This design comes from an exercise in tuning for small area on the open sky130 flow, not from production work. Only simulation tests tie the RTL to the original design; equivalence was not proved. Power is estimated from default activity; no workload was simulated.

$ cat config.mk
export PLATFORM = sky130hd
export DESIGN_NAME = Piano
export DESIGN_NICKNAME = Piano
export VERILOG_FILES = /design/flow/design.v
export SDC_FILE = /design/flow/constraint.sdc
export NUM_CORES = 4
export LEC_CHECK = 0
export CAP_MARGIN = 20
export CORE_MARGIN = 2
export CORE_UTILIZATION = 40
export CTS_BUF_LIST = sky130_fd_sc_hd__clkbuf_4 sky130_fd_sc_hd__clkbuf_8
export CTS_CLUSTER_DIAMETER = 50
export CTS_CLUSTER_SIZE = 16
export SLEW_MARGIN = 20
$ cat run.sh
#!/bin/bash
# synth_recipe.tcl (not shown) runs the flow's synth.tcl, then flattens the netlist and writes it again
# the make line also repeats each setting of config.mk as NAME=value (left out here)
make -C /OpenROAD-flow-scripts/flow DESIGN_CONFIG=/design/flow/config.mk WORK_HOME=/design/flow/orfs CLKGATE_MAP_FILE= SYNTH_SCRIPT=/design/flow/synth_recipe.tcl finish
$ cat design.v
module Piano(
	input clk,
	input reset,
	input sw1,
	input sw2,
	input sw3,
	input sw4,
	input sw5,
	input sw6,
	input sw7,
	input btn1,
	input btn2,
	input btn3,
	input btn4,
	output sound
	);
	reg [4:0] bin;
	always @(posedge clk or posedge reset)
		if (reset) bin <= 5'd0; else bin <= bin + 1'b1;
	wire tc2 = &bin[0:0];
	wire tc4 = &bin[1:0];
	wire tc8 = &bin[2:0];
	wire tc16 = &bin[3:0];
	wire tc32 = &bin[4:0];
	reg done;
	always @(posedge clk or posedge reset)
		if (reset) done <= 1'b0; else done <= done | tc16;
	reg [1:0] x3;
	wire tc3 = x3[0];   
	wire fb3 = ~(x3[1] ^ x3[0]);
	wire [15:0] init3 = 16'h0000;   
	wire in3 = done ? fb3 : init3[bin[3:0]];
	always @(posedge clk)
		x3 <= {x3[0:0], in3};
	reg [2:0] x5;
	wire tc5 = ~x5[0] & x5[1];   
	wire fb5 = ~(x5[2] ^ (x5[1] & ~tc5));
	wire [15:0] init5 = 16'h0000;   
	wire in5 = done ? fb5 : init5[bin[3:0]];
	always @(posedge clk)
		x5 <= {x5[1:0], in5};
	reg [2:0] x7;
	wire tc7 = ~x7[0] & ~x7[2];   
	wire fb7 = x7[2] ^ x7[1];
	wire [15:0] init7 = 16'hffff;   
	wire in7 = done ? fb7 : init7[bin[3:0]];
	always @(posedge clk)
		x7 <= {x7[1:0], in7};
	reg [3:0] x13;
	wire tc13 = ~x13[0] & x13[2] & ~x13[3];   
	wire fb13 = ~(x13[3] ^ (x13[0] & ~x13[1]));
	wire [15:0] init13 = 16'hffff;   
	wire in13 = done ? fb13 : init13[bin[3:0]];
	always @(posedge clk)
		x13 <= {x13[2:0], in13};
	reg [8:0] x331;
	wire tc331 = x331[0] & ~x331[1] & ~x331[2] & ~x331[3] & ~x331[4] & ~x331[5] & x331[6] & ~x331[7];   
	wire fb331 = x331[8] ^ (x331[1] | tc331);
	wire [15:0] init331 = 16'h8888;   
	wire in331 = done ? fb331 : init331[bin[3:0]];
	always @(posedge clk)
		x331 <= {x331[7:0], in331};
	reg [8:0] x367;
	wire tc367 = x367[0] & ~x367[1] & ~x367[2] & x367[3] & x367[4] & x367[5] & ~x367[6] & x367[7];   
	wire fb367 = x367[8] ^ (x367[1] | tc367);
	wire [15:0] init367 = 16'h03ff;   
	wire in367 = done ? fb367 : init367[bin[3:0]];
	always @(posedge clk)
		x367 <= {x367[7:0], in367};
	reg [9:0] x947;
	wire tc947 = ~x947[1] & ~x947[2] & ~x947[3] & ~x947[4] & ~x947[5] & ~x947[6] & ~x947[7] & ~x947[8] & ~x947[9];   
	wire fb947 = x947[9] ^ (x947[6] | tc947);
	wire [15:0] init947 = 16'h3377;   
	wire in947 = done ? fb947 : init947[bin[3:0]];
	always @(posedge clk)
		x947 <= {x947[8:0], in947};
	reg [10:0] x1993;
	wire tc1993 = ~x1993[0] & ~x1993[1] & x1993[2] & x1993[3] & ~x1993[4] & x1993[5] & x1993[6] & x1993[7] & ~x1993[8] & x1993[9];   
	wire fb1993 = x1993[10] ^ (x1993[8] | tc1993);
	wire [15:0] init1993 = 16'h81ff;   
	wire in1993 = done ? fb1993 : init1993[bin[3:0]];
	always @(posedge clk)
		x1993 <= {x1993[9:0], in1993};
	reg [11:0] x3163;
	wire tc3163 = ~x3163[0] & ~x3163[1] & ~x3163[2] & ~x3163[3] & x3163[4] & ~x3163[5] & ~x3163[6] & ~x3163[7] & x3163[8] & ~x3163[9] & ~x3163[10];   
	wire fb3163 = x3163[11] ^ (x3163[0] | tc3163);
	wire [15:0] init3163 = 16'h4033;   
	wire in3163 = done ? fb3163 : init3163[bin[3:0]];
	always @(posedge clk)
		x3163 <= {x3163[10:0], in3163};
	reg [12:0] x4223;
	wire tc4223 = ~x4223[0] & ~x4223[1] & x4223[2] & x4223[3] & x4223[4] & ~x4223[6] & x4223[7] & ~x4223[8] & x4223[10] & ~x4223[11];   
	wire fb4223 = ~(x4223[12] ^ ((~x4223[5] & ~x4223[9]) | tc4223));
	wire [15:0] init4223 = 16'h0cae;   
	wire in4223 = done ? fb4223 : init4223[bin[3:0]];
	always @(posedge clk)
		x4223 <= {x4223[11:0], in4223};
	reg [12:0] x4259;
	wire tc4259 = ~x4259[1] & ~x4259[2] & ~x4259[4] & ~x4259[5] & x4259[6] & x4259[7] & x4259[8] & x4259[11] & x4259[12];   
	wire fb4259 = x4259[12] ^ ((~x4259[2] & ~x4259[8]) | tc4259);
	wire [15:0] init4259 = 16'h00aa;   
	wire in4259 = done ? fb4259 : init4259[bin[3:0]];
	always @(posedge clk)
		x4259 <= {x4259[11:0], in4259};
	reg [12:0] x5669;
	wire tc5669 = ~x5669[0] & x5669[1] & ~x5669[2] & x5669[4] & ~x5669[5] & x5669[6] & ~x5669[7] & ~x5669[8] & ~x5669[9] & ~x5669[10] & ~x5669[12];   
	wire fb5669 = ~(x5669[12] ^ (x5669[8] | tc5669));
	wire [15:0] init5669 = 16'h5000;   
	wire in5669 = done ? fb5669 : init5669[bin[3:0]];
	always @(posedge clk)
		x5669 <= {x5669[11:0], in5669};
	reg [12:0] x7967;
	wire tc7967 = ~x7967[0] & x7967[1] & x7967[2] & x7967[3] & x7967[4] & x7967[5] & x7967[6] & ~x7967[7] & x7967[8] & x7967[9] & x7967[10] & ~x7967[11];   
	wire fb7967 = x7967[12] ^ (x7967[9] & ~tc7967);
	wire [15:0] init7967 = 16'h3911;   
	wire in7967 = done ? fb7967 : init7967[bin[3:0]];
	always @(posedge clk)
		x7967 <= {x7967[11:0], in7967};
	reg [12:0] x8117;
	wire tc8117 = ~x8117[0] & ~x8117[1] & ~x8117[2] & x8117[3] & ~x8117[4] & x8117[5] & ~x8117[6] & ~x8117[7] & ~x8117[8] & x8117[9] & x8117[10] & x8117[11] & ~x8117[12];   
	wire fb8117 = ~(x8117[12] ^ ((x8117[2] & x8117[6]) | tc8117));
	wire [15:0] init8117 = 16'haabb;   
	wire in8117 = done ? fb8117 : init8117[bin[3:0]];
	always @(posedge clk)
		x8117 <= {x8117[11:0], in8117};
	reg [13:0] x11939;
	wire tc11939 = ~x11939[0] & ~x11939[1] & ~x11939[2] & ~x11939[4] & x11939[5] & x11939[6] & ~x11939[7] & ~x11939[8] & x11939[9] & x11939[10] & ~x11939[11] & ~x11939[12] & ~x11939[13];   
	wire fb11939 = ~(x11939[13] ^ ((~x11939[0] & ~x11939[5]) | tc11939));
	wire [15:0] init11939 = 16'hff44;   
	wire in11939 = done ? fb11939 : init11939[bin[3:0]];
	always @(posedge clk)
		x11939 <= {x11939[12:0], in11939};
	reg [14:0] x20081;
	wire tc20081 = ~x20081[0] & ~x20081[1] & ~x20081[2] & ~x20081[3] & ~x20081[4] & ~x20081[5] & ~x20081[7] & ~x20081[8] & ~x20081[9] & x20081[11] & x20081[12] & x20081[13] & ~x20081[14];   
	wire fb20081 = ~(x20081[14] ^ ((~x20081[1] & x20081[10]) | tc20081));
	wire [15:0] init20081 = 16'hfff8;   
	wire in20081 = done ? fb20081 : init20081[bin[3:0]];
	always @(posedge clk)
		x20081 <= {x20081[13:0], in20081};
	reg [14:0] x21277;
	wire tc21277 = ~x21277[0] & ~x21277[1] & x21277[2] & x21277[3] & x21277[4] & ~x21277[5] & ~x21277[6] & x21277[8] & x21277[9] & x21277[10] & ~x21277[11] & ~x21277[12] & ~x21277[13];   
	wire fb21277 = x21277[14] ^ (x21277[7] & ~tc21277);
	wire [15:0] init21277 = 16'haae4;   
	wire in21277 = done ? fb21277 : init21277[bin[3:0]];
	always @(posedge clk)
		x21277 <= {x21277[13:0], in21277};
	reg [14:0] x22543;
	wire tc22543 = x22543[0] & ~x22543[1] & x22543[2] & ~x22543[3] & x22543[4] & ~x22543[5] & ~x22543[6] & x22543[8] & ~x22543[9] & ~x22543[10] & ~x22543[11] & x22543[13] & ~x22543[14];   
	wire fb22543 = ~(x22543[14] ^ ((~x22543[0] & ~x22543[7]) | tc22543));
	wire [15:0] init22543 = 16'h55dd;   
	wire in22543 = done ? fb22543 : init22543[bin[3:0]];
	always @(posedge clk)
		x22543 <= {x22543[13:0], in22543};
	reg [14:0] x26825;
	wire tc26825 = x26825[0] & ~x26825[1] & ~x26825[2] & ~x26825[3] & ~x26825[4] & x26825[5] & x26825[6] & x26825[7] & ~x26825[8] & ~x26825[10] & ~x26825[11] & ~x26825[13] & x26825[14];   
	wire fb26825 = ~(x26825[14] ^ (x26825[10] | tc26825));
	wire [15:0] init26825 = 16'h0022;   
	wire in26825 = done ? fb26825 : init26825[bin[3:0]];
	always @(posedge clk)
		x26825 <= {x26825[13:0], in26825};
	reg [15:0] x37879;
	wire tc37879 = ~x37879[0] & x37879[1] & x37879[2] & x37879[3] & ~x37879[5] & x37879[6] & x37879[7] & x37879[8] & ~x37879[9] & x37879[11] & x37879[12] & ~x37879[13] & ~x37879[14];   
	wire fb37879 = ~(x37879[15] ^ ((x37879[2] & ~x37879[5]) & ~tc37879));
	wire [15:0] init37879 = 16'h7722;   
	wire in37879 = done ? fb37879 : init37879[bin[3:0]];
	always @(posedge clk)
		x37879 <= {x37879[14:0], in37879};
	reg [15:0] x37937;
	wire tc37937 = x37937[0] & x37937[1] & x37937[2] & x37937[3] & x37937[4] & ~x37937[5] & ~x37937[6] & x37937[7] & x37937[9] & x37937[10] & ~x37937[11] & ~x37937[12] & ~x37937[14] & ~x37937[15];   
	wire fb37937 = ~(x37937[15] ^ ((x37937[0] & ~x37937[5]) & ~tc37937));
	wire [15:0] init37937 = 16'h0f4f;   
	wire in37937 = done ? fb37937 : init37937[bin[3:0]];
	always @(posedge clk)
		x37937 <= {x37937[14:0], in37937};
	reg [15:0] x40193;
	wire tc40193 = x40193[0] & x40193[1] & ~x40193[3] & x40193[4] & x40193[6] & x40193[7] & ~x40193[8] & x40193[9] & x40193[10] & ~x40193[11] & x40193[12] & ~x40193[13] & ~x40193[15];   
	wire fb40193 = ~(x40193[15] ^ ((~x40193[0] & ~x40193[12]) | tc40193));
	wire [15:0] init40193 = 16'h0b03;   
	wire in40193 = done ? fb40193 : init40193[bin[3:0]];
	always @(posedge clk)
		x40193 <= {x40193[14:0], in40193};
	reg [15:0] x45127;
	wire tc45127 = x45127[0] & x45127[1] & ~x45127[2] & ~x45127[3] & x45127[4] & x45127[5] & ~x45127[6] & x45127[7] & ~x45127[8] & x45127[9] & ~x45127[10] & ~x45127[11] & x45127[12] & x45127[13] & ~x45127[14];   
	wire fb45127 = ~(x45127[15] ^ (x45127[2] | tc45127));
	wire [15:0] init45127 = 16'h110a;   
	wire in45127 = done ? fb45127 : init45127[bin[3:0]];
	always @(posedge clk)
		x45127 <= {x45127[14:0], in45127};
	reg [15:0] x53649;
	wire tc53649 = ~x53649[0] & x53649[1] & x53649[2] & x53649[3] & ~x53649[4] & ~x53649[5] & x53649[6] & ~x53649[7] & x53649[8] & ~x53649[9] & ~x53649[10] & x53649[11] & ~x53649[12] & ~x53649[13] & x53649[14] & x53649[15];   
	wire fb53649 = x53649[15] ^ (x53649[8] & ~tc53649);
	wire [15:0] init53649 = 16'hce3b;   
	wire in53649 = done ? fb53649 : init53649[bin[3:0]];
	always @(posedge clk)
		x53649 <= {x53649[14:0], in53649};
	reg [15:0] x60241;
	wire tc60241 = x60241[0] & x60241[1] & ~x60241[2] & x60241[3] & x60241[4] & x60241[5] & x60241[6] & x60241[7] & x60241[8] & x60241[9] & ~x60241[10] & ~x60241[11] & x60241[12] & x60241[13] & ~x60241[14] & x60241[15];   
	wire fb60241 = ~(x60241[15] ^ ((~x60241[0] & x60241[10]) | tc60241));
	wire [15:0] init60241 = 16'h555d;   
	wire in60241 = done ? fb60241 : init60241[bin[3:0]];
	always @(posedge clk)
		x60241 <= {x60241[14:0], in60241};
	reg [16:0] x90253;
	wire tc90253 = x90253[0] & ~x90253[1] & x90253[2] & ~x90253[3] & x90253[4] & ~x90253[5] & ~x90253[6] & x90253[7] & x90253[8] & ~x90253[9] & x90253[10] & x90253[12] & x90253[13] & x90253[14] & x90253[15];   
	wire fb90253 = ~(x90253[16] ^ (x90253[2] & ~tc90253));
	wire [15:0] init90253 = 16'hd0d2;   
	wire in90253 = done ? fb90253 : init90253[bin[3:0]];
	always @(posedge clk)
		x90253 <= {done ? x90253[15] : 1'b0, x90253[14:0], in90253};
	reg wC4;  
	always @(posedge clk)
		wC4 <= done & (wC4 ^ (tc4 & tc5 & tc13 & tc367));
	reg wCS4;  
	always @(posedge clk)
		wCS4 <= done & (wCS4 ^ (tc90253));
	reg wD4;  
	always @(posedge clk)
		wD4 <= done & (wD4 ^ (tc3 & tc5 & tc5669));
	reg wDS4;  
	always @(posedge clk)
		wDS4 <= done & (wDS4 ^ (tc2 & tc40193));
	reg wE4;  
	always @(posedge clk)
		wE4 <= done & (wE4 ^ (tc2 & tc37879));
	reg wF4;  
	always @(posedge clk)
		wF4 <= done & (wF4 ^ (tc2 & tc3 & tc11939));
	reg wFS4;  
	always @(posedge clk)
		wFS4 <= done & (wFS4 ^ (tc16 & tc4223));
	reg wG4;  
	always @(posedge clk)
		wG4 <= done & (wG4 ^ (tc32 & tc1993));
	reg wGS4;  
	always @(posedge clk)
		wGS4 <= done & (wGS4 ^ (tc60241));
	reg wA4;  
	always @(posedge clk)
		wA4 <= done & (wA4 ^ (tc7 & tc8117));
	reg wAS4;  
	always @(posedge clk)
		wAS4 <= done & (wAS4 ^ (tc53649));
	reg wB4;  
	always @(posedge clk)
		wB4 <= done & (wB4 ^ (tc16 & tc3163));
	reg wC5;  
	always @(posedge clk)
		wC5 <= done & (wC5 ^ (tc2 & tc3 & tc7967));
	reg wCS5;  
	always @(posedge clk)
		wCS5 <= done & (wCS5 ^ (tc45127));
	reg wD5;  
	always @(posedge clk)
		wD5 <= done & (wD5 ^ (tc2 & tc5 & tc4259));
	reg wDS5;  
	always @(posedge clk)
		wDS5 <= done & (wDS5 ^ (tc40193));
	reg wE5;  
	always @(posedge clk)
		wE5 <= done & (wE5 ^ (tc37937));
	reg wF5;  
	always @(posedge clk)
		wF5 <= done & (wF5 ^ (tc3 & tc11939));
	reg wFS5;  
	always @(posedge clk)
		wFS5 <= done & (wFS5 ^ (tc8 & tc4223));
	reg wG5;  
	always @(posedge clk)
		wG5 <= done & (wG5 ^ (tc16 & tc1993));
	reg wGS5;  
	always @(posedge clk)
		wGS5 <= done & (wGS5 ^ (tc7 & tc13 & tc331));
	reg wA5;  
	always @(posedge clk)
		wA5 <= done & (wA5 ^ (tc2 & tc3 & tc5 & tc947));
	reg wAS5;  
	always @(posedge clk)
		wAS5 <= done & (wAS5 ^ (tc26825));
	reg wB5;  
	always @(posedge clk)
		wB5 <= done & (wB5 ^ (tc8 & tc3163));
	reg wC6;  
	always @(posedge clk)
		wC6 <= done & (wC6 ^ (tc2 & tc11939));
	reg wCS6;  
	always @(posedge clk)
		wCS6 <= done & (wCS6 ^ (tc22543));
	reg wD6;  
	always @(posedge clk)
		wD6 <= done & (wD6 ^ (tc21277));
	reg wDS6;  
	always @(posedge clk)
		wDS6 <= done & (wDS6 ^ (tc20081));
	wire [6:0] sw = {sw7, sw6, sw5, sw4, sw3, sw2, sw1};
	wire [3:0] btn = {btn4, btn3, btn2, btn1};
	wire sw_one = (sw != 7'd0) && ((sw & (sw - 7'd1)) == 7'd0);
	wire btn_one = (btn != 4'd0) && ((btn & (btn - 4'd1)) == 4'd0);
	assign sound = done & sw_one & btn_one & (
		(sw1 & ((btn1 & wC4) | (btn2 & wCS4) | (btn3 & wD4) | (btn4 & wDS4))) |
		(sw2 & ((btn1 & wE4) | (btn2 & wF4) | (btn3 & wFS4) | (btn4 & wG4))) |
		(sw3 & ((btn1 & wGS4) | (btn2 & wA4) | (btn3 & wAS4) | (btn4 & wB4))) |
		(sw4 & ((btn1 & wC5) | (btn2 & wCS5) | (btn3 & wD5) | (btn4 & wDS5))) |
		(sw5 & ((btn1 & wE5) | (btn2 & wF5) | (btn3 & wFS5) | (btn4 & wG5))) |
		(sw6 & ((btn1 & wGS5) | (btn2 & wA5) | (btn3 & wAS5) | (btn4 & wB5))) |
		(sw7 & ((btn1 & wC6) | (btn2 & wCS6) | (btn3 & wD6) | (btn4 & wDS6))));
endmodule
$ cat constraint.sdc
create_clock -name core_clock -period 6.0 [get_ports {clk}]
set_input_delay 1.2000 -clock core_clock [delete_from_list [all_inputs] [get_ports {clk}]]
set_output_delay 1.2000 -clock core_clock [all_outputs]
set_load 0.01 [all_outputs]
==> reports/qor.txt, run 1 <==
Initial antenna violation count - 1
Post-cts sizing count - 0
H-Tree Depth - 1
Pleak - 4.13 nW
Layout cells sized above 1 - 7.85%
Die Y - 159 um
Final min period - 4730 ps
Worst skew pair latency - 590 ps
Vias - 5040
Die Wd - 159 um
Final count of hold timing violations - 0
Cell type with the largest total area after synthesis - dfxtp_1
First-pass GRT wire length - 25.3 mm
Storage element area - 0.00702 mm^2
Final ANT Viol Nets - 0
Syn_nets - 758
GRT Total Usage - 12.1%
Num Clock Sinks - 349
Fmax - 211 MHz
Area share of the largest cell type after synthesis - 71.7%
Num CTS Buffers - 29
First-pass iteration count of the detailed router - 4
Clk slew on worst S/H paths - 100 ps
Die area - 0.0252 mm^2
Hold WC Path Type - register to register
Synth warn - 1
Combinational Power Share - 0.5%
Final worst slack - 1270 ps
P_int - 2.86 mW
CP Launch Type - primary input
Top cells by area, synth - dfxtp_1 72%, xnor2_1 2.9%, and2_1 1.9%
Pin count of the biggest net entering global routing - 76
Period utilisation layout - 78.9%
WL/cell - 13.9 um
Core ar. - 0.0235 mm^2
Vias in the first global route - 4935
EDFF count, synth - 0
Ports - 14
Final setup violation count - 0
Worst Tran Pin Value - 829 ps
Area grow syn2layout - 10.6%
Most frequent cell after synthesis - dfxtp_1
Final WL - 15.2 mm
Starting Density - 40.8%
Library cells used by synthesis - 53
Clock network power share - 35.4%
# rows - 56
Seq pwr share - 64.0%
Max VDD drop - 0.254 mV
Vias/cell - 4.60
Worst-path fanout max - 10
Top FF cell, synth - dfxtp_1
RePlAce Congestion - 0.813
List of most frequent post-synthesis cells - 343 x dfxtp_1, 39 x nand2_1, 32 x xnor2_1
Detail Placement HPWL - 9.93 mm
Hold_ws - 309 ps
Mapped Area - 0.00958 mm^2
Switching share of power - 20.8%
Synthesized area per cell - 13.0 um^2
Critical path class - primary input to output pin
Post-synthesis sequential area ratio - 73.3%
Postcts setup bufs - 0
NetSw - 753 uW
Critical Path AT - 3530 ps
CTS tree - done
Outcome - finished clean
Final Max Slew Viols - 0
Cell count after synthesis - 736
Multi-input logic area - 0.00246 mm^2
CTS Hold Buffers Added - 0
Place WS - 1270 ps
Setup tns final - 0 ps
Yosys reg bits - 349
Number of remaining DRC errors - 0
# port buffers - 13
DR iter-0 viols - 265
Grt ovf - 0
CP Data Required Time - 4800 ps
Max Cap Violations - 0
Fill count - 2123
RSZ-0062 raised after global routing - no
Relative slew slack - 44.0%
Power consumption - 3.62 mW
CTS Buffer Depth - 3
NumNets Final - 786
Synth async-reset ratio - 1.72%
Layout Skew - 49.7 ps
# diodes - 0
CP Capture Type - output pin
PD cells - 341 mW/mm^2
Root Buffer - clkbuf_8
## per-layer routing
metal  up-vias  global-route usage, %  share of wire [%]
met5         -                      0              0.086
met4         2                   3.38                2.0
met3        29                   3.21                4.4
met2        66                   17.0                 40
met1      2341                   18.1                 54
li1       2602                      -                  -
## worst max-delay path, stage by stage
cell             delay [ps]
clkdlybuf4s50_1         680
or3b_2                  470
o21ai_0                  90
o2111ai_1               140
a31o_2                  230
a31oi_1                 150
clkdlybuf4s50_1         570
## flip-flops by register name, indices dropped and copies added, names as in the netlist, 5 cells and up
| register | count |
|---|---|
| x90253 | 17 |
| x37879 | 16 |
| x37937 | 16 |
| x40193 | 16 |
| x45127 | 16 |
| x53649 | 16 |
| x60241 | 16 |
| x20081 | 15 |
| x21277 | 15 |
| x22543 | 15 |
| x26825 | 15 |
| x11939 | 14 |
| x4223 | 13 |
| x4259 | 13 |
| x5669 | 13 |
| x7967 | 13 |
| x8117 | 13 |
| x3163 | 12 |
| x1993 | 11 |
| x947 | 10 |
| x331 | 9 |
| x367 | 9 |
| bin | 5 |
## cell families after synthesis
logic type	after synthesis	synth area share, %
and+or+nand+nor	218	13.9
adders and majority gates	9	1.18
xor gates and xnor gates	49	4.48
AOI/OAI and AO/OA	80	5.49
buffers and inverters	25	1.03
muxes	6	0.653
DFF	349	73.3
## per-stage QoR
stage,cell area [um^2],utilization (%),instances
2_1_floorplan,9580,-,736
3_3_place_gp,10000,42.8,1052
3_5_place_dp,10000,42.8,1052
4_1_cts,10600,45.1,1096
5_1_grt,10600,45.1,1096
6_report,10600,45.1,1096
## final cells by class
cell class / count / area share [%]
Timing Repair Buffer: 14 / 1.30
Multi-Input combinational cell: 362 / 23.2
Sequential cell: 349 / 66.2
Inverter: 8 / 0.283
Clock inverter: 12 / 1.16
Clock buffer: 32 / 4.04
Tap cell: 319 / 3.77
## power by group through the flow
stage	clock network (mW)	registers (mW)	logic, mW
floorplan	0	2.37	0.00831
global placement	0	2.37	0.0190
detailed placement	0	2.37	0.0193
CTS	1.33	2.31	0.0195
global route	1.42	2.32	0.0216
finish	1.28	2.31	0.0195
## cells in the final DEF, fill, tap and decap left out, types with 15 or more instances in the layout
cell,synthesis,routed
xnor2_1,32,32
xor2_1,17,17
a22oi_1,17,17
clkbuf_8,0,30
nor4_1,15,15
nand2_1,39,39
nor2_1,30,30
and2_1,29,29
dfxtp_1,343,343
o21ai_0,17,17
a21oi_1,19,19
## path summary, 6_finish.rpt
kind	startpoint	end	slack, ps	cells past startpoint
max in group asynchronous	reset	done	4860	2
worst max-delay path	btn2	sound	1270	7
worst min register to register	x367[6]	x367[7]	310	0
min in group asynchronous	reset	bin[3]	900	2
worst max register to register	bin[0]	wG4	3570	7
worst min-delay path	x367[6]	x367[7]	310	0
==> run 2, diff against run 1 <==
==> flow/run.sh (new file) <==
#!/bin/bash
# Own flow: the standard layout (standard.sh, unchanged synthesis), with two CTS and
# port-buffer options that ORFS only takes from the environment:
#  - clock tree from clkbuf_4/clkbuf_8 with sink clusters of 16 within 50 um, and no dummy
#    loads (cells CTS adds only to balance the tree's load)
#  - port buffers of the smallest buffer, buf_1
# Each tool's output goes to standard.log here; ORFS's own logs stay under orfs/logs.
set -euo pipefail
export CTS_ARGS="-sink_clustering_enable -repair_clock_nets -sink_clustering_size 16 -sink_clustering_max_diameter 50 -buf_list {sky130_fd_sc_hd__clkbuf_4 sky130_fd_sc_hd__clkbuf_8} -dont_use_dummy_load"
export BUFFER_PORTS_ARGS="-buffer_cell sky130_fd_sc_hd__buf_1"
bash standard.sh > standard.log 2>&1
==> standard.sh (new file) <==
#!/bin/bash
# synth_recipe.tcl (not shown) runs the flow's synth.tcl, then flattens the netlist and writes it again
# the make line also repeats each setting of config.mk as NAME=value (left out here)
make -C /OpenROAD-flow-scripts/flow DESIGN_CONFIG=/design/flow/config.mk WORK_HOME=/design/flow/orfs CLKGATE_MAP_FILE= SYNTH_SCRIPT=/design/flow/synth_recipe.tcl "${@:-finish}"
removed: run.sh
==> reports/qor.txt, run 2 <==
Synthesized area per cell - 13.0 um^2
Vias in the first global route - 4991
# port buffers - 13
Final setup violation count - 0
RePlAce Congestion - 0.758
Period utilisation layout - 65.9%
Adder-cell share of the synthesized area - 1.18%
Core ar. - 0.0235 mm^2
Syn_nets - 758
RSZ-0062 raised after global routing - no
Cell type with the largest total area after synthesis - dfxtp_1
Synth warn - 1
Worst skew pair latency - 600 ps
Top FF cell, synth - dfxtp_1
Commonest non-fill, non-tap cell in the layout - dfxtp_1
Final count of hold timing violations - 0
Synth Area in XOR/XNOR - 4.48%
NumNets Final - 788
Clk slew on worst S/H paths - 90 ps
Commonest non-fill, non-tap cells in the layout - 343 x dfxtp_1, 39 x nand2_1, 32 x xnor2_1
Post-cts sizing count - 0
Final WL - 14.7 mm
H-Tree Depth - 1
Dpl cell area - 0.00997 mm^2
# diodes - 0
Die Y - 159 um
Num CTS Buffers - 30
WL/cell - 13.6 um
Fmax - 253 MHz
Number of remaining DRC errors - 0
# rows - 56
Synth async-reset ratio - 1.72%
Library cells used by synthesis - 53
CP Data Required Time - 4800 ps
Number of flip-flops in the largest register - 17
Synth Area in Compound Gates - 5.49%
CTS Buffer Depth - 3
EDFF count, synth - 0
Area share of the largest cell type after synthesis - 71.7%
Critical path class - primary input to output pin
Initial antenna violation count - 1
Root Buffer - clkbuf_8
CTS tree - done
Worst-path fanout max - 10
CP Launch Type - primary input
Postcts setup bufs - 0
Critical Path AT - 2760 ps
Relative slew slack - 47.6%
Hold WC Path Type - register to register
PD cells - 332 mW/mm^2
Multiplexer share of the synthesized area - 0.653%
Area grow syn2layout - 8.44%
First-pass GRT wire length - 24.6 mm
Final min period - 3960 ps
Die Wd - 159 um
Final ANT Viol Nets - 0
First-pass iteration count of the detailed router - 4
Vias/cell - 4.62
Pin count of the biggest net entering global routing - 76
Ports - 14
Setup tns final - 0 ps
Max Cap Violations - 0
Post-route cell area - 0.0104 mm^2
Max VDD drop - 0.135 mV
Die area - 0.0252 mm^2
List of most frequent post-synthesis cells - 343 x dfxtp_1, 39 x nand2_1, 32 x xnor2_1
Worst Tran Pin Value - 779 ps
CP Capture Type - output pin
Main combinational cell family by area after synthesis - simple AND/OR/NAND/NOR gates
Layout cells sized above 1 - 6.28%
Yosys reg bits - 349
Vias - 5007
Cell count after synthesis - 736
Detail Placement HPWL - 9.82 mm
CTS Hold Buffers Added - 0
Mapped Area - 0.00958 mm^2
Pleak - 4.04 nW
Starting Density - 40.8%
Simple-gate portion of the synthesized area - 13.9%
Most frequent cell after synthesis - dfxtp_1
Biggest register - x90253
Grt ovf - 0
Post-synthesis sequential area ratio - 73.3%
DR iter-0 viols - 234
Top cells by area, synth - dfxtp_1 72%, xnor2_1 2.9%, and2_1 1.9%
Layout Skew - 90.8 ps
Outcome - finished clean
GRT Total Usage - 11.8%
Num Clock Sinks - 349
Final Max Slew Viols - 0
[run 2: cell type report]
cell class                 instances  area (um^2)
fill                            2160        13100
inverter                           8         30.0
multi-input combinational        362         2460
sequential                       349         7020
timing repair buffer              15         63.8
clock buffer                      30          413
tap                              319          399
[run 2: routing by layer]
metal	GRT usage [%]	wire (um)
met5	0	13
met4	3.92	447
met3	3.03	664
met2	16.8	5640
met1	17.4	7940
[run 2: cells by family after synthesis]
kind of cell             count (synthesis)
flip-flops                             349
AND/OR/NAND/NOR                        218
AO/OA/AOI/OAI                           80
XOR/XNOR                                49
buffers and inverters                   25
adder cells (fa/ha/maj)                  9
multiplexers                             6
[run 2: through the flow]
step	cells	hold slack, ps	worst slack [ps]	power [mW]	utilization (%)
global route	1083	261	1900	3.58	44.2
detailed placement	1053	312	2060	2.38	42.5
finish	1083	245	2040	3.44	44.2
CTS	1083	255	2060	3.49	44.2
global placement	1053	310	2050	2.38	42.5
floorplan	736	310	2370	2.38	-
[run 2: report_power, final]
part / switching (mW) / total [mW] / internal, mW
Clock: 0.670 / 1.11 / 0.444
Combinational: 0.00977 / 0.0144 / 0.00464
Sequential: 0 / 2.31 / 2.31
[run 2: path summary, 6_finish.rpt]
| kind | startpoint | endpoint | slack (ps) | cells after the start |
|---|---|---|---|---|
| min in group asynchronous | reset | bin[4] | 570 | 2 |
| max in group asynchronous | reset | bin[2] | 5150 | 2 |
| worst min register to register | x45127[5] | x45127[6] | 240 | 0 |
| worst max-delay path | btn2 | sound | 2040 | 7 |
| worst min-delay path | x45127[5] | x45127[6] | 240 | 0 |
| worst max register to register | bin[3] | wG4 | 3760 | 6 |
[run 2: critical path: stages]
cell	delay, ps
buf_1	310
or3b_2	470
o21ai_0	90
o2111ai_1	140
a31o_2	230
a31oi_1	140
buf_1	170
==> run 3, diff against run 2 <==
--- a/design.v
+++ b/design.v
@@ -15,13 +15,13 @@
 	output sound
 	);
 	reg [4:0] bin;
-	always @(posedge clk or posedge reset)
-		if (reset) bin <= 5'd0; else bin <= bin + 1'b1;
 	wire tc2 = &bin[0:0];
 	wire tc4 = &bin[1:0];
 	wire tc8 = &bin[2:0];
 	wire tc16 = &bin[3:0];
 	wire tc32 = &bin[4:0];
+	always @(posedge clk or posedge reset)
+		if (reset) bin <= 5'd0; else bin <= {bin[4] ^ tc16, bin[3] ^ tc8, bin[2] ^ tc4, bin[1] ^ tc2, ~bin[0]};
 	reg done;
 	always @(posedge clk or posedge reset)
 		if (reset) done <= 1'b0; else done <= done | tc16;
@@ -293,8 +293,15 @@
 		wDS6 <= done & (wDS6 ^ (tc20081));
 	wire [6:0] sw = {sw7, sw6, sw5, sw4, sw3, sw2, sw1};
 	wire [3:0] btn = {btn4, btn3, btn2, btn1};
-	wire sw_one = (sw != 7'd0) && ((sw & (sw - 7'd1)) == 7'd0);
-	wire btn_one = (btn != 4'd0) && ((btn & (btn - 4'd1)) == 4'd0);
+	wire [6:0] sw_a, sw_m;
+	assign sw_a[0] = sw[0]; assign sw_m[0] = 1'b0;
+	genvar gi;
+	generate for (gi = 1; gi < 7; gi = gi + 1) begin : sw_scan
+		assign sw_a[gi] = sw_a[gi-1] | sw[gi];
+		assign sw_m[gi] = sw_m[gi-1] | (sw_a[gi-1] & sw[gi]);
+	end endgenerate
+	wire sw_one = sw_a[6] & ~sw_m[6];
+	wire btn_one = (btn == 4'b0001) | (btn == 4'b0010) | (btn == 4'b0100) | (btn == 4'b1000);
 	assign sound = done & sw_one & btn_one & (
 		(sw1 & ((btn1 & wC4) | (btn2 & wCS4) | (btn3 & wD4) | (btn4 & wDS4))) |
 		(sw2 & ((btn1 & wE4) | (btn2 & wF4) | (btn3 & wFS4) | (btn4 & wG4))) |
--- a/config.mk
+++ b/config.mk
@@ -7,7 +7,7 @@
 export LEC_CHECK = 0
 export CAP_MARGIN = 20
 export CORE_MARGIN = 2
-export CORE_UTILIZATION = 40
+export CORE_UTILIZATION = 55
 export CTS_BUF_LIST = sky130_fd_sc_hd__clkbuf_4 sky130_fd_sc_hd__clkbuf_8
 export CTS_CLUSTER_DIAMETER = 50
 export CTS_CLUSTER_SIZE = 16
==> reports/qor.txt, run 3 <==
CTS tree - done
Main combinational cell family by area after synthesis - simple AND/OR/NAND/NOR gates
Syn_nets - 754
CTS Hold Buffers Added - 0
CP Capture Type - output pin
Pleak - 4.04 nW
First-pass GRT wire length - 25.9 mm
Relative slew slack - 47.7%
Top cells by area, synth - dfxtp_1 73%, xor2_1 3.3%, nor2_1 2.2%
RePlAce Congestion - 0.783
Length in cells of the worst reg-to-reg path - 6
P_int - 2.73 mW
DR iter-0 viols - 232
Biggest register - x90253
Worst skew pair latency - 580 ps
Commonest non-fill, non-tap cells in the layout - 343 x dfxtp_1, 56 x nor2_1, 38 x nand2_1
Max VDD drop - 0.230 mV
Vias/cell - 5.16
Pin count of the biggest net entering global routing - 39
Place WS - 2240 ps
Simple-gate portion of the synthesized area - 12.9%
Crit-path cells - buf_1 > or4b_2 > o21ai_0 > nand4_1 > nor2_1 > buf_1
NetSw - 654 uW
Critical path class - primary input to output pin
Seq pwr share - 68.3%
Starting Density - 56.7%
GRT Total Usage - 17.6%
Area grow syn2layout - 6.97%
Non-Filler Instances - 978
Vias in the first global route - 5216
Clk slew on worst S/H paths - 90 ps
Period utilisation layout - 63.0%
Final WL - 15.5 mm
WL/cell - 15.8 um
Max Cap Violations - 0
Outcome - finished clean
Worst-path fanout max - 9
Root Buffer - clkbuf_8
Worst Tran Pin Value - 774 ps
CTS Buffer Depth - 3
RSZ-0062 raised after global routing - no
Final worst slack - 2220 ps
CP Data Required Time - 4800 ps
Grt ovf - 0
Vias - 5044
Synth warn - 1
# port buffers - 13
Critical Path AT - 2580 ps
Switching share of power - 19.3%
Num CTS Buffers - 28
Synth Area in Compound Gates - 5.21%
Number of flip-flops in the largest register - 17
Final setup violation count - 0
Post-cts sizing count - 0
Layout Skew - 41.6 ps
Core ar. - 0.0167 mm^2
Ports - 14
EDFF count, synth - 0
Hold WC Path Type - register to register
CP Launch Type - primary input
Final Max Slew Viols - 0
Max incr delay on CP - 620 ps
Multiplexer share of the synthesized area - 0.436%
Most frequent cell after synthesis - dfxtp_1
Synth async-reset ratio - 1.72%
Top FF cell, synth - dfxtp_1
CP Depth - 6
Initial antenna violation count - 0
Detail Placement HPWL - 10.4 mm
Commonest non-fill, non-tap cell in the layout - dfxtp_1
PD cells - 335 mW/mm^2
Final ANT Viol Nets - 0
Slowest-stage cell, CP - or4b_2
Postcts setup bufs - 0
Combinational Power Share - 0.4%
Num Clock Sinks - 349
Delay-heaviest family, CP - simple AND/OR/NAND/NOR gates
H-Tree Depth - 1
Post-synthesis sequential area ratio - 74.1%
Yosys reg bits - 349
Final min period - 3780 ps
# rows - 47
Fmax - 265 MHz
Setup tns final - 0 ps
Worst Hold Depth - 0
Die Wd - 135 um
Die area - 0.0183 mm^2
NumNets Final - 782
Synthesized area per cell - 12.9 um^2
List of most frequent post-synthesis cells - 343 x dfxtp_1, 56 x nor2_1, 38 x nand2_1
Cell count after synthesis - 732
Synth Area in XOR/XNOR - 4.90%
Final count of hold timing violations - 0
First-pass iteration count of the detailed router - 6
Area share of the largest cell type after synthesis - 72.5%
Number of remaining DRC errors - 0
# diodes - 0
Top cell by count, worst path - buf_1
Inst Count DP - 950
Die Y - 135 um
Clock network power share - 31.3%
Library cells used by synthesis - 52
Mapped Area - 0.00947 mm^2
Adder-cell share of the synthesized area - 1.30%
Layout cells sized above 1 - 5.01%
Cell type with the largest total area after synthesis - dfxtp_1
Worst path bufs/invs - 2
-- run 3: cell types whose count changed after synthesis, sizes merged, moves of 3 or more --
cell	before	now
o211ai	0	3
nor2b	5	8
xnor2	32	17
nand3	6	3
nand4	13	16
nor2	30	56
and2	30	2
a31o	3	0
buf	7	2
inv	7	10
xor2	17	36
a211oi	8	5
clkbuf	10	15
-- run 3: logic make-up (layout without fill, tap and decap cells) --
group | Yosys count | after routing
flip-flops | 349 | 349
AND/OR/NAND/NOR | 212 | 212
adder cells (fa/ha/maj) | 10 | 10
multiplexers | 4 | 4
AO/OA/AOI/OAI | 76 | 76
buffers and inverters | 28 | 54
XOR/XNOR | 53 | 53
-- run 3: per-stage QoR --
| stage | instance area [um^2] | util [%] | power (mW) | hold slack (ps) |
|---|---|---|---|---|
| after detailed placement | 9740 | 58.3 | 2.38 | 312 |
| after CTS | 10100 | 60.6 | 3.43 | 319 |
| after floorplan | 9470 | - | 2.38 | 310 |
| final | 10100 | 60.6 | 3.39 | 317 |
| after global routing | 10100 | 60.6 | 3.52 | 326 |
| after global placement | 9740 | 58.3 | 2.38 | 312 |
-- run 3: final cells by class --
| type | count | area, um^2 |
|---|---|---|
| fillers | 1365 | 6580 |
| inverters | 11 | 41.3 |
| well taps | 220 | 275 |
| clock buffers | 28 | 385 |
| repair buffers | 15 | 63.8 |
| multi-input cells | 355 | 2340 |
| flip-flops and latches | 349 | 7020 |
-- run 3: power groups by stage --
stage / clock [mW] / sequential [mW] / combinational (mW)
detailed placement: 0 / 2.37 / 0.0130
global route: 1.19 / 2.32 / 0.0147
floorplan: 0 / 2.37 / 0.00704
finish: 1.06 / 2.31 / 0.0132
global placement: 0 / 2.37 / 0.0115
CTS: 1.10 / 2.31 / 0.0130
-- run 3: worst paths after layout --
check / from / endpoint / slack (ps)
setup / recovery: btn3 / sound / 2220
hold / removal: x13[2] / x13[3] / 320
setup reg to reg: bin[3] / wG4 / 3450
hold reg to reg: x13[2] / x13[3] / 320
max in group asynchronous: reset / bin[1] / 5210
min in group asynchronous: reset / done / 560
-- run 3: per-layer routing --
metal,vias to the layer above,share of wire (%),global-route usage [%]
met5,-,0,0
met4,0,1.7,5.21
met3,20,3.0,3.22
met2,54,45,27.5
met1,2416,50,25.3
li1,2554,-,-
==> run 4, diff against run 3 <==
--- a/flow/run.sh
+++ b/flow/run.sh
@@ -6,6 +6,6 @@
 #  - port buffers of the smallest buffer, buf_1
 # Each tool's output goes to standard.log here; ORFS's own logs stay under orfs/logs.
 set -euo pipefail
-export CTS_ARGS="-sink_clustering_enable -repair_clock_nets -sink_clustering_size 16 -sink_clustering_max_diameter 50 -buf_list {sky130_fd_sc_hd__clkbuf_4 sky130_fd_sc_hd__clkbuf_8} -dont_use_dummy_load"
+export CTS_ARGS="-sink_clustering_enable -repair_clock_nets -sink_clustering_size 12 -sink_clustering_max_diameter 40 -buf_list {sky130_fd_sc_hd__clkbuf_2 sky130_fd_sc_hd__clkbuf_4} -dont_use_dummy_load"
 export BUFFER_PORTS_ARGS="-buffer_cell sky130_fd_sc_hd__buf_1"
 bash standard.sh > standard.log 2>&1
==> reports/qor.txt, run 4 <==
Die Wd - 135 um
Starting Density - 56.7%
Number of flip-flops in the largest register - 17
Storage element area - 0.00702 mm^2
Num CTS Buffers - 37
Worst Hold Depth - 0
Max VDD drop - 0.215 mV
Num Clock Sinks - 349
P_int - 2.61 mW
Final ANT Viol Nets - 0
Commonest non-fill, non-tap cell in the layout - dfxtp_1
Cell count after synthesis - 732
Multi-input logic area - 0.00234 mm^2
Hold_ws - 303 ps
Worst-path fanout max - 9
HP Start - x5669[11]
Final Max Slew Viols - 0
Final count of hold timing violations - 0
Core ar. - 0.0167 mm^2
Top FF cell, synth - dfxtp_1
Vias in the first global route - 5318
RSZ-0062 raised after global routing - no
Period utilisation layout - 63.0%
Outcome - finished clean
Worst r2r src - bin[3]
Top cells by area, synth - dfxtp_1 73%, xor2_1 3.3%, nor2_1 2.2%
Number of remaining DRC errors - 0
GRT Total Usage - 17.9%
Worst skew pair latency - 630 ps
Pin count of the biggest net entering global routing - 39
Syn_nets - 754
Yosys reg bits - 349
Clk slew on worst S/H paths - 110 ps
Area grow syn2layout - 5.86%
Postcts setup bufs - 0
Root Buffer - clkbuf_4
Cell type with the largest total area after synthesis - dfxtp_1
Vias/cell - 5.16
CP Data Required Time - 4800 ps
DR iter-0 viols - 169
Die Y - 135 um
PD cells - 324 mW/mm^2
Layout cells sized above 1 - 6.13%
Library cells used by synthesis - 52
Post-synthesis sequential area ratio - 74.1%
Max Cap Violations - 0
CP Capture Type - output pin
CTS tree - done
Synthesized area per cell - 12.9 um^2
# rows - 47
Relative slew slack - 46.2%
Pleak - 4.01 nW
Length in cells of the worst reg-to-reg path - 6
Detail Placement HPWL - 10.4 mm
Setup tns final - 0 ps
WL/cell - 15.6 um
Place WS - 2240 ps
Hold WC Path Type - register to register
Final min period - 3780 ps
Commonest non-fill, non-tap cells in the layout - 343 x dfxtp_1, 56 x nor2_1, 38 x nand2_1
Fill count - 1381
Area share of the largest cell type after synthesis - 72.5%
RePlAce Congestion - 0.783
Grt ovf - 0
Mapped Area - 0.00947 mm^2
EDFF count, synth - 0
Biggest register - x90253
First-pass iteration count of the detailed router - 4
Critical path class - primary input to output pin
Initial antenna violation count - 1
CTS Hold Buffers Added - 0
CP Launch Type - primary input
Ports - 14
H-Tree Depth - 2
NetSw - 640 uW
Clock network power share - 28.3%
List of most frequent post-synthesis cells - 343 x dfxtp_1, 56 x nor2_1, 38 x nand2_1
Critical Path AT - 2580 ps
First-pass GRT wire length - 26.0 mm
Switching share of power - 19.7%
Hold Crit Endpoint - x5669[12]
Worst Tran Pin Value - 796 ps
Final worst slack - 2220 ps
Layout Skew - 58.0 ps
Final setup violation count - 0
R2r endpoint - wG4
Final WL - 15.4 mm
Synth warn - 1
Synth async-reset ratio - 1.72%
NumNets Final - 791
Die area - 0.0183 mm^2
CTS Buffer Depth - 3
Vias - 5101
# port buffers - 13
Fmax - 265 MHz
Combinational Power Share - 0.4%
Seq pwr share - 71.3%
Most frequent cell after synthesis - dfxtp_1
Post-cts sizing count - 0
R2r setup slk - 3450 ps
run 4: cell count changes in the layout (fill, tap and decap cells not counted), sizes merged:
cell / before / now
clkbuf: 28 / 37
diode: 0 / 1
run 4: critical path: stages:
cell,delay [ps]
buf_1,290
or4b_2,620
o21ai_0,110
nand4_1,110
nor2_1,90
buf_1,160
run 4: kinds of logic (layout without fill, tap and decap cells):
logic type	after synthesis	in the layout	synth area share [%]
flops	349	349	74.1
simple gates	212	212	12.9
compound gates	76	76	5.21
xor+xnor	53	53	4.90
buf+inv	28	63	1.12
fa+ha+maj	10	10	1.30
mux	4	4	0.436
other cells	0	1	0
run 4: metrics by stage:
| stage | std cells | utilization, % | power, mW | instance area, um^2 |
|---|---|---|---|---|
| after floorplan | 732 | - | 2.38 | 9470 |
| after global placement | 950 | 58.3 | 2.38 | 9740 |
| after detailed placement | 950 | 58.3 | 2.38 | 9740 |
| after CTS | 987 | 60.0 | 3.29 | 10000 |
| after global routing | 988 | 60.0 | 3.39 | 10000 |
| final | 988 | 60.0 | 3.25 | 10000 |
run 4: metal layers:
layer  vias up  track usage [%]  part of all wire [%]
li1       2582                -                     -
met1      2407             25.0                    49
met2        85             27.6                    44
met3        27             3.85                   5.1
met4         0             6.71                   1.8
met5         -                0                     0
run 4: power groups by stage:
stage | Clock, mW | Combinational (mW) | Sequential (mW)
2_1_floorplan | 0 | 0.00704 | 2.37
3_3_place_gp | 0 | 0.0115 | 2.37
3_5_place_dp | 0 | 0.0130 | 2.37
4_1_cts | 0.963 | 0.0130 | 2.32
5_1_grt | 1.05 | 0.0147 | 2.32
6_report | 0.918 | 0.0132 | 2.32
run 4: worst max path at each step:
stage	from	end	cells after the start
floorplan	btn1	sound	5
global placement	btn3	sound	6
detailed placement	btn3	sound	6
CTS	btn3	sound	6
global route	sw2	sound	7
finish	btn3	sound	6
run 4: cell type report:
class                           count  area share (%)
Inverter                           11           0.412
Timing Repair Buffer               15           0.637
Tap cell                          220            2.75
Clock buffer                       37            2.77
Antenna cell                        1          0.0250
Multi-Input combinational cell    355            23.4
Sequential cell                   349            70.0
==> run 5, diff against run 4 <==
--- a/flow/run.sh
+++ b/flow/run.sh
@@ -6,6 +6,6 @@
 #  - port buffers of the smallest buffer, buf_1
 # Each tool's output goes to standard.log here; ORFS's own logs stay under orfs/logs.
 set -euo pipefail
-export CTS_ARGS="-sink_clustering_enable -repair_clock_nets -sink_clustering_size 12 -sink_clustering_max_diameter 40 -buf_list {sky130_fd_sc_hd__clkbuf_2 sky130_fd_sc_hd__clkbuf_4} -dont_use_dummy_load"
+export CTS_ARGS="-sink_clustering_enable -repair_clock_nets -sink_clustering_size 14 -sink_clustering_max_diameter 45 -buf_list {sky130_fd_sc_hd__clkbuf_4 sky130_fd_sc_hd__clkbuf_8} -dont_use_dummy_load"
 export BUFFER_PORTS_ARGS="-buffer_cell sky130_fd_sc_hd__buf_1"
 bash standard.sh > standard.log 2>&1
==> reports/qor.txt, run 5 <==
Outcome - finished clean
NumNets Final - 785
Yosys reg bits - 349
Number of flip-flops in the largest register - 17
Clk slew on worst S/H paths - 70 ps
CTS tree - done
Post-synthesis sequential area ratio - 74.1%
Final setup violation count - 0
Mapped Area - 0.00947 mm^2
First-pass iteration count of the detailed router - 5
RePlAce Congestion - 0.783
Utilization after layout - 60.9%
Final Max Slew Viols - 0
Die Wd - 135 um
Inst Count DP - 950
First-pass GRT wire length - 26.1 mm
Library cells used by synthesis - 52
Hold WC Path Type - register to register
Cell count after synthesis - 732
CP Data Required Time - 4800 ps
P_int - 2.78 mW
Final min period - 3770 ps
# port buffers - 13
Final count of hold timing violations - 0
Max VDD drop - 0.258 mV
Commonest non-fill, non-tap cells in the layout - 343 x dfxtp_1, 56 x nor2_1, 38 x nand2_1
Period utilisation layout - 62.9%
Vias - 5064
Post-cts sizing count - 0
Area share of the largest cell type after synthesis - 72.5%
Pleak - 4.06 nW
Number of remaining DRC errors - 0
CTS Buffer Depth - 3
CP Launch Type - primary input
Seq pwr share - 67.1%
CP Capture Type - output pin
Synthesized area per cell - 12.9 um^2
Biggest register - x90253
Final worst slack - 2230 ps
Cell type with the largest total area after synthesis - dfxtp_1
Place WS - 2240 ps
Most frequent cell after synthesis - dfxtp_1
Layout Skew - 55.5 ps
Final ANT Viol Nets - 0
Final WL - 15.5 mm
DR iter-0 viols - 183
Synth async-reset ratio - 1.72%
List of most frequent post-synthesis cells - 343 x dfxtp_1, 56 x nor2_1, 38 x nand2_1
RSZ-0062 raised after global routing - no
Grt ovf - 0
Switching share of power - 19.5%
Fmax - 265 MHz
WL/cell - 15.8 um
Critical Path AT - 2570 ps
Starting Density - 56.7%
Critical path class - primary input to output pin
# rows - 47
R2r endpoint - wG4
Syn_nets - 754
Length in cells of the worst reg-to-reg path - 6
GRT Total Usage - 17.6%
Vias/cell - 5.16
Worst Hold Depth - 0
Area grow syn2layout - 7.40%
Relative slew slack - 50.8%
Ports - 14
Hold Crit Endpoint - x3163[7]
Synth warn - 1
Worst Tran Pin Value - 731 ps
Combinational Power Share - 0.4%
Non-Filler Instances - 981
Num Clock Sinks - 349
Num CTS Buffers - 31
Worst r2r src - bin[3]
Worst skew pair latency - 590 ps
Postcts setup bufs - 0
Initial antenna violation count - 0
HP Start - x3163[6]
Root Buffer - clkbuf_8
# diodes - 0
Max Cap Violations - 0
Setup tns final - 0 ps
Vias in the first global route - 5246
Top cells by area, synth - dfxtp_1 73%, xor2_1 3.3%, nor2_1 2.2%
PD cells - 339 mW/mm^2
NetSw - 673 uW
Worst-path fanout max - 9
Die Y - 135 um
Commonest non-fill, non-tap cell in the layout - dfxtp_1
Pin count of the biggest net entering global routing - 39
Die area - 0.0183 mm^2
Clock network power share - 32.5%
Detail Placement HPWL - 10.4 mm
H-Tree Depth - 1
Layout cells sized above 1 - 5.39%
R2r setup slk - 3440 ps
Fill count - 1355
Top FF cell, synth - dfxtp_1
EDFF count, synth - 0
CTS Hold Buffers Added - 0
Core ar. - 0.0167 mm^2
[run 5: power groups by stage]
| stage | logic (mW) | registers (mW) | clock network, mW |
|---|---|---|---|
| finish | 0.0132 | 2.31 | 1.12 |
| global route | 0.0147 | 2.31 | 1.25 |
| CTS | 0.0130 | 2.31 | 1.16 |
| detailed placement | 0.0130 | 2.37 | 0 |
| global placement | 0.0115 | 2.37 | 0 |
| floorplan | 0.00704 | 2.37 | 0 |
[run 5: worst max-delay path, cell delays in order]
cell,delay [ps]
buf_1,290
or4b_2,620
o21ai_0,110
nand4_1,110
nor2_1,90
buf_1,160
[run 5: stage by stage]
stage / total power, mW / area, um^2 / hold WS (ps)
6_report: 3.45 / 10200 / 313
5_1_grt: 3.58 / 10200 / 329
4_1_cts: 3.49 / 10200 / 318
3_5_place_dp: 2.38 / 9740 / 312
3_3_place_gp: 2.38 / 9740 / 312
2_1_floorplan: 2.38 / 9470 / 310
[run 5: kinds of logic after synthesis]
kind of cell               synth area share, %
muxes                                    0.436
buffers and inverters                     1.12
adders and majority gates                 1.30
and+or+nand+nor                           12.9
xor gates and xnor gates                  4.90
DFF                                       74.1
AOI/OAI and AO/OA                         5.21
[run 5: worst max path at each step]
stage / from / end / slack [ps]
6_report: btn3 / sound / 2230
5_1_grt: sw2 / sound / 2070
4_1_cts: btn3 / sound / 2240
3_5_place_dp: btn3 / sound / 2240
3_3_place_gp: btn3 / sound / 2280
2_1_floorplan: btn1 / sound / 2410
[run 5: metal layers]
layer / global-route usage [%] / wire, um / share of wire [%] / vias up
met2: 27.4 / 6680 / 43 / 85
met1: 25.3 / 7840 / 51 / 2390
met3: 3.67 / 640 / 4.1 / 36
met4: 4.75 / 351 / 2.3 / 0
met5: 0 / 0 / 0 / -
li1: - / - / - / 2553
[run 5: cell type report]
class / instances / area, um^2 / share of cell area [%]
clock buffer: 31 / 427 / 4.20
inverter: 11 / 41.3 / 0.406
multi-input combinational: 355 / 2340 / 23.0
sequential: 349 / 7020 / 69.0
tap: 220 / 275 / 2.71
timing repair buffer: 15 / 63.8 / 0.628
==> run 6, diff against run 5 <==
--- a/flow/run.sh
+++ b/flow/run.sh
@@ -6,6 +6,6 @@
 #  - port buffers of the smallest buffer, buf_1
 # Each tool's output goes to standard.log here; ORFS's own logs stay under orfs/logs.
 set -euo pipefail
-export CTS_ARGS="-sink_clustering_enable -repair_clock_nets -sink_clustering_size 14 -sink_clustering_max_diameter 45 -buf_list {sky130_fd_sc_hd__clkbuf_4 sky130_fd_sc_hd__clkbuf_8} -dont_use_dummy_load"
+export CTS_ARGS="-sink_clustering_enable -repair_clock_nets -sink_clustering_size 10 -sink_clustering_max_diameter 35 -buf_list {sky130_fd_sc_hd__clkbuf_2 sky130_fd_sc_hd__clkbuf_4} -dont_use_dummy_load"
 export BUFFER_PORTS_ARGS="-buffer_cell sky130_fd_sc_hd__buf_1"
 bash standard.sh > standard.log 2>&1
--- a/config.mk
+++ b/config.mk
@@ -7,8 +7,9 @@
 export LEC_CHECK = 0
 export CAP_MARGIN = 20
 export CORE_MARGIN = 2
-export CORE_UTILIZATION = 55
+export CORE_UTILIZATION = 70
 export CTS_BUF_LIST = sky130_fd_sc_hd__clkbuf_4 sky130_fd_sc_hd__clkbuf_8
 export CTS_CLUSTER_DIAMETER = 50
 export CTS_CLUSTER_SIZE = 16
+export PLACE_DENSITY = 0.8
 export SLEW_MARGIN = 20
==> reports/qor.txt, run 6 <==
Worst skew pair latency - 630 ps
Top cell by count, worst path - buf_1
Final Max Slew Viols - 0
Number of flip-flops in the largest register - 17
Post-cts sizing count - 0
Area share of the largest cell type after synthesis - 72.5%
# port buffers - 13
Detail Placement HPWL - 10.6 mm
Synth async-reset ratio - 1.72%
Place WS - 2140 ps
Grt ovf - 0
CP Launch Type - primary input
Commonest non-fill, non-tap cells in the layout - 343 x dfxtp_1, 56 x nor2_1, 43 x clkbuf_4
GR Util met2 - 37.4%
CTS Buffer Depth - 3
Busiest layer in global routing - met2
H-Tree Depth - 2
CP Capture Type - output pin
CTS tree - done
Mapped Area - 0.00947 mm^2
Final worst slack - 2150 ps
Library cells used by synthesis - 52
First-pass GRT wire length - 26.2 mm
# rows - 42
Cell count after synthesis - 732
Post-route cell area - 0.0100 mm^2
Vias - 5201
Num Clock Sinks - 349
Most frequent cell after synthesis - dfxtp_1
Crit-path cells - buf_1 > or4b_2 > o21ai_0 > nand4_1 > nor2_1 > buf_1
PD cells - 331 mW/mm^2
Final min period - 3850 ps
Die Y - 120 um
Postcts setup bufs - 0
Relative slew slack - 48.3%
Biggest register - x90253
Commonest non-fill, non-tap cell in the layout - dfxtp_1
Syn_nets - 754
Die area - 0.0145 mm^2
Setup tns final - 0 ps
Pin count of the biggest net entering global routing - 39
Cell type with the largest total area after synthesis - dfxtp_1
Pleak - 4.04 nW
Root Buffer - clkbuf_4
Clk slew on worst S/H paths - 100 ps
DR iter-0 viols - 348
GRT Total Usage - 22.7%
Ports - 14
Critical Path AT - 2650 ps
Vias in the first global route - 5539
CTS Hold Buffers Added - 0
List of most frequent post-synthesis cells - 343 x dfxtp_1, 56 x nor2_1, 38 x nand2_1
Hold_ws - 320 ps
Max VDD drop - 0.273 mV
Starting Density - 71.5%
Hold WC Path Type - register to register
Yosys reg bits - 349
Worst-path fanout max - 9
Final setup violation count - 0
Layout cells sized above 1 - 6.86%
Num CTS Buffers - 43
Vias/cell - 5.48
CP Data Required Time - 4800 ps
Post-synthesis sequential area ratio - 74.1%
Fmax - 260 MHz
Final count of hold timing violations - 0
Final WL - 15.4 mm
Synthesized area per cell - 12.9 um^2
Max Cap Violations - 0
Slowest-stage cell, CP - or4b_2
Final ANT Viol Nets - 0
Layout Skew - 39.0 ps
EDFF count, synth - 0
NumNets Final - 797
Outcome - finished clean
Met3 Use GR - 4.91%
Global Route met1 Usage - 29.2%
Critical path class - primary input to output pin
RePlAce Congestion - 0.854
First-pass iteration count of the detailed router - 4
Top cells by area, synth - dfxtp_1 73%, xor2_1 3.3%, nor2_1 2.2%
Die Wd - 120 um
WL/cell - 16.3 um
Initial antenna violation count - 0
Power consumption - 3.31 mW
Top FF cell, synth - dfxtp_1
Core ar. - 0.0132 mm^2
Area grow syn2layout - 5.72%
Max incr delay on CP - 620 ps
Number of remaining DRC errors - 0
Synth warn - 1
RSZ-0062 raised after global routing - no
Period utilisation layout - 64.2%
Worst Tran Pin Value - 768 ps
# diodes - 0
Dpl cell area - 0.00969 mm^2
[run 6: stage by stage]
step | instances | util [%]
final | 949 | 75.6
after global routing | 949 | 75.6
after CTS | 949 | 75.6
after detailed placement | 906 | 73.1
after global placement | 906 | 73.1
after floorplan | 732 | -
[run 6: area by class of cell]
cell class | count | area [um^2]
sequential | 349 | 7020
inverter | 11 | 41.3
clock buffer | 43 | 323
tap | 176 | 220
timing repair buffer | 15 | 63.8
fill | 870 | 3230
multi-input combinational | 355 | 2340
[run 6: per-layer routing]
layer	wire length (um)	share of wire [%]
met5	0	0
met4	393	2.5
met3	585	3.8
met2	7400	48
met1	7060	46
[run 6: power by group]
group / switching (mW) / internal (mW) / total (mW)
Combinational: 0.00840 / 0.00404 / 0.0124
Clock: 0.652 / 0.332 / 0.984
Sequential: 0 / 2.31 / 2.31
Total: 0.661 / 2.65 / 3.31
[run 6: critical path: cells and delay by family]
| kind | cells | cell delay, ps |
|---|---|---|
| AO/OA/AOI/OAI | 1 | 90 |
| buffers and inverters | 2 | 480 |
| AND/OR/NAND/NOR | 3 | 870 |
[run 6: cell families (layout without fill, tap and decap cells)]
family,count (synthesis),in the layout,share of synthesized area [%]
compound gates,76,76,5.21
xor+xnor,53,53,4.90
fa+ha+maj,10,10,1.30
buf+inv,28,69,1.12
flops,349,349,74.1
mux,4,4,0.436
simple gates,212,212,12.9
[run 6: worst paths after layout]
kind | startpoint | end | slack (ps) | cells past startpoint
setup / recovery | btn3 | sound | 2150 | 6
hold / removal | x947[7] | x947[8] | 320 | 0
setup reg to reg | bin[3] | wG4 | 3630 | 6
hold reg to reg | x947[7] | x947[8] | 320 | 0
max in group asynchronous | reset | bin[3] | 5310 | 2
min in group asynchronous | reset | bin[0] | 510 | 2
==> run 7, diff against run 6 <==
--- a/config.mk
+++ b/config.mk
@@ -7,9 +7,8 @@
 export LEC_CHECK = 0
 export CAP_MARGIN = 20
 export CORE_MARGIN = 2
-export CORE_UTILIZATION = 70
+export CORE_UTILIZATION = 55
 export CTS_BUF_LIST = sky130_fd_sc_hd__clkbuf_4 sky130_fd_sc_hd__clkbuf_8
 export CTS_CLUSTER_DIAMETER = 50
 export CTS_CLUSTER_SIZE = 16
-export PLACE_DENSITY = 0.8
 export SLEW_MARGIN = 20
==> reports/qor.txt, run 7 <==
H-Tree Depth - 2
CP Capture Type - output pin
Worst Tran Pin Value - 796 ps
Combinational Power Share - 0.4%
EDFF count, synth - 0
Hold_ws - 312 ps
Worst skew pair latency - 640 ps
Vias - 5144
CP Depth - 6
Pleak - 4.04 nW
NetSw - 663 uW
Number of flip-flops in the largest register - 17
Number of remaining DRC errors - 0
Top cells by area, synth - dfxtp_1 73%, xor2_1 3.3%, nor2_1 2.2%
Mapped Area - 0.00947 mm^2
Syn_nets - 754
Clock network power share - 29.9%
# rows - 47
Detail Placement HPWL - 10.4 mm
Yosys reg bits - 349
Postcts setup bufs - 0
Final ANT Viol Nets - 0
Max Cap Violations - 0
WL/cell - 15.8 um
Setup tns final - 0 ps
Grt ovf - 0
Period utilisation layout - 63.2%
Layout Skew - 57.0 ps
CP Launch Type - primary input
Dpl cell area - 0.00974 mm^2
CP Data Required Time - 4800 ps
Vias in the first global route - 5392
Worst path bufs/invs - 2
Num CTS Buffers - 44
Outcome - finished clean
CTS tree - done
Switching share of power - 20.0%
NumNets Final - 798
Critical Path AT - 2590 ps
Cell type with the largest total area after synthesis - dfxtp_1
CTS Hold Buffers Added - 0
Area share of the largest cell type after synthesis - 72.5%
Final WL - 15.7 mm
First-pass GRT wire length - 26.3 mm
Starting Density - 56.7%
Max incr delay on CP - 620 ps
Area grow syn2layout - 6.41%
Relative slew slack - 46.2%
Commonest non-fill, non-tap cells in the layout - 343 x dfxtp_1, 56 x nor2_1, 44 x clkbuf_4
Inst Count DP - 950
Layout cells sized above 1 - 6.98%
DR iter-0 viols - 187
Most frequent cell after synthesis - dfxtp_1
Core ar. - 0.0167 mm^2
Length in cells of the worst reg-to-reg path - 6
Non-Filler Instances - 995
Die Wd - 135 um
P_int - 2.66 mW
Top cell by count, worst path - buf_1
GRT Total Usage - 18.1%
CTS Buffer Depth - 3
Synth warn - 1
Post-cts sizing count - 0
Seq pwr share - 69.7%
Commonest non-fill, non-tap cell in the layout - dfxtp_1
Num Clock Sinks - 349
Die Y - 135 um
Initial antenna violation count - 1
Fmax - 264 MHz
R2r endpoint - wG4
Cell count after synthesis - 732
Vias/cell - 5.17
Hold WC Path Type - register to register
Slowest-stage cell, CP - or4b_2
CP endpoint - sound
Delay-heaviest family, CP - simple AND/OR/NAND/NOR gates
First-pass iteration count of the detailed router - 5
Top FF cell, synth - dfxtp_1
Pin count of the biggest net entering global routing - 39
Post-route cell area - 0.0101 mm^2
Biggest register - x90253
Synth async-reset ratio - 1.72%
Final count of hold timing violations - 0
Post-synthesis sequential area ratio - 74.1%
Synthesized area per cell - 12.9 um^2
Crit path from - btn3
List of most frequent post-synthesis cells - 343 x dfxtp_1, 56 x nor2_1, 38 x nand2_1
Crit-path cells - buf_1 > or4b_2 > o21ai_0 > nand4_1 > nor2_1 > buf_1
# port buffers - 13
RePlAce Congestion - 0.783
Root Buffer - clkbuf_4
Die area - 0.0183 mm^2
Final setup violation count - 0
Library cells used by synthesis - 52
Worst-path fanout max - 9
Storage element area - 0.00702 mm^2
PD cells - 330 mW/mm^2
Clk slew on worst S/H paths - 90 ps
R2r setup slk - 3420 ps
Worst r2r src - bin[3]
Ports - 14
RSZ-0062 raised after global routing - no
Fill count - 1374
Multi-input logic area - 0.00234 mm^2
Final min period - 3790 ps
Max VDD drop - 0.201 mV
Final Max Slew Viols - 0
Critical path class - primary input to output pin
-- run 7: cell counts after synthesis --
Identical to the previous run, type by type.
-- run 7: worst register-to-register path: cells and delay by family, from the launching register on --
kind | cells | cell delay (ps)
flops | 1 | 810
simple gates | 3 | 740
buf+inv | 1 | 500
fa+ha+maj | 1 | 260
xor+xnor | 1 | 150
-- run 7: cell type report --
type | count | share of cell area [%]
clock buffers | 44 | 3.28
flip-flops and latches | 349 | 69.7
multi-input cells | 355 | 23.3
diodes | 1 | 0.0248
repair buffers | 15 | 0.633
well taps | 220 | 2.73
inverters | 11 | 0.410
-- run 7: through the flow --
step	worst slack, ps	util [%]	power (mW)
floorplan	2410	-	2.38
global placement	2280	58.3	2.38
detailed placement	2240	58.3	2.38
CTS	2240	60.3	3.36
global route	2070	60.3	3.46
finish	2210	60.3	3.32
-- run 7: cell families after synthesis --
kind of cell,count (synthesis),share of synthesized area [%]
AOI/OAI and AO/OA,76,5.21
and+or+nand+nor,212,12.9
muxes,4,0.436
xor gates and xnor gates,53,4.90
adders and majority gates,10,1.30
buffers and inverters,28,1.12
DFF,349,74.1
-- run 7: metal layers --
layer / track usage (%) / vias to the layer above / share of wire (%)
met2: 27.9 / 96 / 44
met1: 25.0 / 2419 / 48
met4: 7.64 / 0 / 2.2
met3: 3.85 / 34 / 5.1
met5: 0 / - / 0
li1: - / 2595 / -
-- run 7: power groups by stage --
stage                     combinational (mW)  sequential, mW  clock, mW
after floorplan                      0.00704            2.37          0
after global placement                0.0115            2.37          0
after detailed placement              0.0130            2.37          0
after CTS                             0.0130            2.31       1.04
after global routing                  0.0147            2.32       1.12
final                                 0.0133            2.31      0.992
-- run 7: how the worst min path moves through the flow --
stage | end | start | cells after the start
4_1_cts | x5669[12] | x5669[11] | 0
3_3_place_gp | x40193[6] | x40193[5] | 0
5_1_grt | x5669[12] | x5669[11] | 0
6_report | x5669[12] | x5669[11] | 0
3_5_place_dp | x37879[11] | x37879[10] | 0
2_1_floorplan | x11939[4] | x11939[3] | 0

afterwards: timing with drivers on the ports:
No port has a modelled driver above. Below, the same layouts with a new extraction and two added sets of constraints.
Step 1, drivers: a clkbuf_16 drives clk and a buf_2 each remaining input, both assumed.
Step 2, shift: input delay + t, output delay - t, t = (earliest + latest rising clock arrival at the registers) / 2. This alone moves slack from input paths to output paths.
a / b / c = ideal ports / drivers / drivers and shift; a / b = the first two.
run	t (ns)	setup slack, ns	hold WS [ns]	slew at the worst register clock pin (ns)	worst data-port slew with drivers (ns)
run 1	0.609	1.269 / 1.240 / 1.240	0.309 / 0.309 / 0.309	0.10 / 0.10	0.10
run 2	0.595	2.044 / 2.016 / 2.016	0.245 / 0.245 / 0.245	0.10 / 0.10	0.10
run 3	0.587	2.221 / 2.154 / 2.154	0.317 / 0.317 / 0.317	0.09 / 0.09	0.06
run 4	0.639	2.220 / 2.154 / 2.154	0.303 / 0.303 / 0.303	0.12 / 0.12	0.06
run 5	0.603	2.226 / 2.161 / 2.161	0.313 / 0.313 / 0.313	0.09 / 0.09	0.07
run 6	0.646	2.147 / 2.103 / 2.103	0.320 / 0.320 / 0.320	0.10 / 0.10	0.07
run 7	0.647	2.207 / 2.141 / 2.141	0.312 / 0.312 / 0.312	0.10 / 0.10	0.06
After both steps setup and hold are still met in every run listed. The setup slack of run 3, which loses most, moves by -0.067 ns with the drivers and by -0.067 ns with both steps.
